What follows belongs to an exercise in optimizing a design on an open flow for small area, a short achievable clock period and few clock cycles; a production flow would make more cautious choices. The RTL was checked by simulation tests, not by an equivalence proof against the original design. Power and IR drop assume default switching activity.

## flow/design.v (module list and top-level ports; edited modules follow where they fit)
// module rubik_top: 841 lines
module rubik_top(clk, rst_n, start, init_blue, init_white, init_red, busy, done, result);
  // ...
==> flow/run.sh <==
#!/bin/bash
# synth_recipe.tcl (not shown) runs the flow's synth.tcl, then flattens the netlist and writes it again
# the make line also repeats each setting of config.mk as NAME=value (left out here)
make -C /OpenROAD-flow-scripts/flow DESIGN_CONFIG=/design/flow/config.mk WORK_HOME=/design/flow/orfs CLKGATE_MAP_FILE= SYNTH_SCRIPT=/design/flow/synth_recipe.tcl finish
==> flow/config.mk <==
export PLATFORM = sky130hd
export DESIGN_NAME = rubik_top
export DESIGN_NICKNAME = rubik_top
export VERILOG_FILES = /design/flow/design.v
export SDC_FILE = /design/flow/constraint.sdc
export NUM_CORES = 4
export LEC_CHECK = 0
export CAP_MARGIN = 20
export CORE_MARGIN = 2
export CORE_UTILIZATION = 30
export SETUP_SLACK_MARGIN = 5
export SLEW_MARGIN = 20
==> flow/constraint.sdc <==
create_clock -name core_clock -period 10.0 [get_ports {clk}]
set_input_delay 2.0000 -clock core_clock [delete_from_list [all_inputs] [get_ports {clk}]]
set_output_delay 2.0000 -clock core_clock [all_outputs]
set_load 0.01 [all_outputs]
==> flow_summary.json, run 1 <==
{
  "status": "finished clean",
  "grt_use_met1_pct": 52.3,
  "hold_viol": 0,
  "wl_met1_um": 53900,
  "comb_power_share_pct": 39.1,
  "clock_latency_ps": 470,
  "wl_per_cell_um": 43.4,
  "gr-total-overflow": 0,
  "hold_slack_ps": 416,
  "met2_length_um": 64100,
  "cp_data_required_time_ps": 10260,
  "rsz0062_at_grt": "true",
  "drc_errors": 0,
  "routed.top_layer": "met5",
  "fin_util_pct": 35.2,
  "vias": 26848,
  "clock_buffers": 19,
  "seq_share_pct": 20.7,
  "synth_seq_cells": 156,
  "drt-total-wl_um": 157000,
  "muxShareOfSynthArea_pct": 4.75,
  "multi_input_comb_cells": 2320,
  "multi_input_area_share_pct": 63.0,
  "tns_ps": 0,
  "area_delta_synth_final_pct": 15.9
}
Testbench counts, summed over its fixed seeds: cycles 475.
==> run 2, diff against run 1 <==
--- a/flow/design.v
+++ b/flow/design.v
@@ -814,28 +814,29 @@
       if (H == 9'd7) nLc = 2'd2;
       if (H == 9'd63) nLc = 2'd3;
     end else ni = i + 2'd1;
   end
 end
 wire [1:0] ndidx = nLc - 2'd1 - nstep;
 wire [2:0] nx = (ndidx==2'd0) ? nH[2:0] : (ndidx==2'd1) ? nH[5:3] : nH[8:6];
 always @(posedge clk) begin
+  W <= load ? s0c : VE;
+  H <= load ? 9'd0 : nH; Lc <= load ? 2'd0 : nLc; i <= load ? 2'd1 : ni; step <= load ? 2'd0 : nstep; x <= load ? 3'd0 : nx;
+  chk <= load | last; chk_end <= ~load & hend; chk_k <= load ? 3'd3 : 3'd3 + {1'b0,Lc} + {1'b0,i}; chk_H <= load ? 9'd0 : H;
+  h1r <= ~load & chk & hit1; l1r <= l1; endr <= ~load & chk & chk_end; kr <= chk_k; Hr <= chk_H;
+  found <= ~load & (found | better);
+  if (load) s0p <= s0c;
+end
+always @(posedge clk) begin
   if (!rst_n) begin
     busy_r <= 1'b0; valid <= 1'b0;
   end else if (load) begin
-    s0p <= s0c; W <= s0c;
-    H <= 9'd0; Lc <= 2'd0; i <= 2'd1; step <= 2'd0; x <= 3'd0; found <= 1'b0;
-    chk <= 1'b1; chk_end <= 1'b0; chk_k <= 3'd3; chk_H <= 9'd0;
-    h1r <= 1'b0; endr <= 1'b0;
     res <= t0v; valid <= hit0; busy_r <= ~hit0;
   end else if (busy_r) begin
-    W <= VE; H <= nH; Lc <= nLc; i <= ni; step <= nstep; x <= nx;
-    chk <= last; chk_end <= hend; chk_k <= 3'd3 + {1'b0,Lc} + {1'b0,i}; chk_H <= H;
-    h1r <= chk & hit1; l1r <= l1; endr <= chk & chk_end; kr <= chk_k; Hr <= chk_H;
-    if (better) begin res <= {kr, 3'd0, Hr, l1r}; found <= 1'b1; end
+    if (better) res <= {kr, 3'd0, Hr, l1r};
     if (endr) begin
       if (better | found) begin valid <= 1'b1; busy_r <= 1'b0; end
       else if (Hr == 9'd511) begin res <= 24'd0; valid <= 1'b1; busy_r <= 1'b0; end
     end
   end
 end
 endmodule
==> flow/flow/run.sh (new file) <==
#!/bin/bash
set -o pipefail
export SETUP_SLACK_MARGIN=5.9
bash standard.sh > standard.log 2>&1
status=$?
# keep ORFS's per-step logs beside this flow's own log
cp -r orfs/logs orfs_logs 2>/dev/null || true
exit $status
==> flow/standard.sh (new file) <==
#!/bin/bash
# synth_recipe.tcl (not shown) runs the flow's synth.tcl, then flattens the netlist and writes it again
# the make line also repeats each setting of config.mk as NAME=value (left out here)
make -C /OpenROAD-flow-scripts/flow DESIGN_CONFIG=/design/flow/config.mk WORK_HOME=/design/flow/orfs CLKGATE_MAP_FILE= SYNTH_SCRIPT=/design/flow/synth_recipe.tcl "${@:-finish}"
==> flow/config.mk (replaced) <==
export PLATFORM = sky130hd
export DESIGN_NAME = rubik_top
export DESIGN_NICKNAME = rubik_top
export VERILOG_FILES = /design/flow/design.v
export SDC_FILE = /design/flow/constraint.sdc
export NUM_CORES = 4
export LEC_CHECK = 0
export CAP_MARGIN = 20
export CORE_MARGIN = 2
export CORE_UTILIZATION = 30
export SLEW_MARGIN = 20
removed: flow/run.sh
==> flow_summary.json, run 2 <==
{
  "die_y_um": 255,
  "synth.top_cells.by_count": "nor2_1, nand2_1, nor4_1, nand4_1, nor3_1",
  "final_cell_mix": "nor2_1, nand2_1, nand4_1, nor4_1, buf_4",
  "top_regs": "W: 35 flops, s0p: 33 flops, res: 24 flops",
  "dpl.hpwl_um": 116000,
  "ys_seq_area_share_pct": 19.6,
  "synth_top_area_cell": "dfxtp_1",
  "grt_pass1_wl_um": 219000,
  "syn_area_mm2": 0.0189,
  "setup_viol": 0,
  "cp_data_required_time_ps": 10410,
  "wl_per_cell_um": 43.6,
  "synthXorXnorAreaFrac_pct": 0.743,
  "dp_cells": 3579,
  "synth_cell_types": 95,
  "synthArstFlopShare_pct": 0,
  "critPathCaptureType": "flop",
  "synth_most_common_cell": "nor2_1",
  "clock_latency_ps": 480,
  "yosysTopAreaCellShare_pct": 10.5,
  "cap_violations": 0,
  "std_cell_rows": 91,
  "synth_flop_cell": "dfxtp_1",
  "clkTransAtPathRegs_ps": 70,
  "portBuffers": 91,
  "area_delta_synth_final_pct": 26.1,
  "cts_buffers": 17,
  "drtIter0Drc": 5351,
  "synth_edf_count": 57,
  "synthAdderAreaFrac_pct": 1.25,
  "ioPinCount": 101,
  "grt_use_total_pct": 48.9,
  "max_clock_freq_mhz": 229,
  "drt-total-wl_um": 162000,
  "power.density_mw_per_mm2": 146,
  "routabilityCongestion": 1.15,
  "drtAntennaViolNets": 0,
  "largest-register": "W",
  "setup.worst_path.class": "flop to flop",
  "layout_commonest_cell": "nor2_1",
  "ir_worst_vdd_mv": 0.125,
  "synth_top_family_by_area": "simple AND/OR/NAND/NOR gates",
  "via_per_inst": 7.63,
  "muxShareOfSynthArea_pct": 3.76,
  "instances_no_fill": 3710,
  "max_slew_margin_pct": 4.97,
  "status": "finished clean",
  "core-area_mm2": 0.0619,
  "hold_viol": 0,
  "drc_errors": 0,
  "tritoncts": "yes",
  "arrival_ps": 4780,
  "gr-total-overflow": 0,
  "seqCellArea_mm2": 0.00370,
  "nFillCells": 6743,
  "rsz0062_at_grt": "true",
  "grt_pass1_vias": 25986,
  "multi_input_area_mm2": 0.0154,
  "nets": 2945,
  "skew_ps": 23.6,
  "synth_seq_cells": 156,
  "avgSynthCellArea_um2": 6.81,
  "synth.area.top_cells": "dfxtp_1, edfxtp_1, nor4_1, nand4_1, nor2_1",
  "min_path_type": "flop to flop",
  "synth_compound_area_share_pct": 19.5,
  "yosysWarnings": 1,
  "syn_inst": 2771,
  "drt_pass1_iterations": 14,
  "p_leak_nw": 8.28,
  "root_buffer": "clkbuf_16",
  "tightest_slew_ps": 1410,
  "die_area_mm2": 0.0649,
  "h-tree-depth": 4,
  "grt_max_degree": 56,
  "finalCritPeriodShare_pct": 43.7,
  "vias": 28293,
  "drive_above_1_share_pct": 19.3,
  "min_period_ps": 4370,
  "die_x_um": 255,
  "worstPathMaxFanout": 9,
  "worstSetupStartpointType": "flop",
  "cts_buffer_depth": 2,
  "antenna_found_initial": 14,
  "clock-sinks": 156,
  "initial_core_util_pct": 30.4,
  "largest_reg_flops": 35,
  "tns_ps": 0,
  "hold_buffers": 0,
  "maxSlewViolCount": 0,
  "synth-simple-area-share_pct": 49.2,
  "syn_nets": 2864
}
run 2: path summary, 6_finish.rpt:
check            from  slack (ps)  depth (start not counted)      to
max             W[10]        5630                          9  l1r[2]
min          chk_H[7]         320                          0   Hr[7]
max reg2reg     W[10]        5630                          9  l1r[2]
min reg2reg  chk_H[7]         320                          0   Hr[7]
run 2: power by group:
part / switching, mW / internal [mW] / total [mW]
clock: 0.302 / 0.365 / 0.667
combinational: 1.34 / 0.551 / 1.89
sequential: 0.149 / 0.768 / 0.917
run 2: per-layer routing:
| layer | GRT usage (%) | wire (um) |
|---|---|---|
| met5 | 1.05 | 234 |
| met4 | 43.1 | 19400 |
| met3 | 23.1 | 23600 |
| met2 | 68.6 | 63300 |
| met1 | 55.0 | 55200 |
run 2: through the flow:
| stage | hold slack, ps | power [mW] | area (um^2) | setup WS [ps] | utilization [%] |
|---|---|---|---|---|---|
| after floorplan | 310 | 1.93 | 18900 | 5900 | - |
| after global placement | 311 | 2.62 | 20900 | 3900 | 33.8 |
| after detailed placement | 312 | 2.61 | 20900 | 4030 | 33.8 |
| after CTS | 320 | 3.31 | 22600 | 5650 | 36.5 |
| after global routing | 326 | 3.55 | 23800 | 5820 | 38.4 |
| final | 316 | 3.47 | 23800 | 5630 | 38.4 |
run 2: area by class of cell:
type,count,area share [%]
Multi-Input combinational cell,2337,64.8
Sequential cell,156,15.5
Timing Repair Buffer,288,11.9
Tap cell,837,4.41
Clock buffer,23,2.15
Inverter,52,0.842
Clock inverter,9,0.305
Antenna cell,8,0.0842
run 2: cell families (layout without fill, tap and decap cells):
logic type / after synthesis / count (layout)
xor+xnor: 16 / 16
other cells: 0 / 8
fa+ha+maj: 19 / 19
buf+inv: 278 / 372
compound gates: 529 / 529
simple gates: 1709 / 1709
mux: 64 / 64
flops: 156 / 156
run 2: what timing repair did:
action / CTS / global route
setup buffers: 30 / 39
resized for setup: 254 / 208
setup endpoints to repair: 26 / 29
cloned: 7 / 5
pin swaps: 21 / 47
run 2: critical path, cell delays in order (launching register included):
cell and delay [ps]:
dfxtp_1 490, nor3b_2 690, buf_4 290, nand4_1 810, nor4_4 870, or4_1 480, nand4b_1 320, nor4_1 90
nand3_1 130, or4_1 130
Testbench counts of run 2, summed over its fixed seeds: cycles 475.

[separate check: timing with driven ports]
Ports are ideal in the flow. The routed layouts listed here were re-timed in OpenROAD.
Step 1 sets driving cells, clkbuf_16 on the clock port and buf_2 on the other inputs (assumed; they add their load-dependent delay and slew).
Step 2, shift: input delay + t, output delay - t, t = (earliest + latest rising clock arrival at the registers) / 2. This alone moves slack from input paths to output paths.
Three values: ideal, step 1, step 2; two values: the first two.
run | t (ns) | setup slack, ns | worst register clock-pin slew, ns
run 1 | 0.516 | 4.781 / 4.781 / 4.312 | 0.08 / 0.08
run 2 | 0.535 | 5.628 / 5.628 / 5.298 | 0.08 / 0.08
After both steps every run listed still meets setup and hold. The setup slack of run 1, which loses most, moves by 0.000 ns with the drivers and by -0.469 ns with both steps.
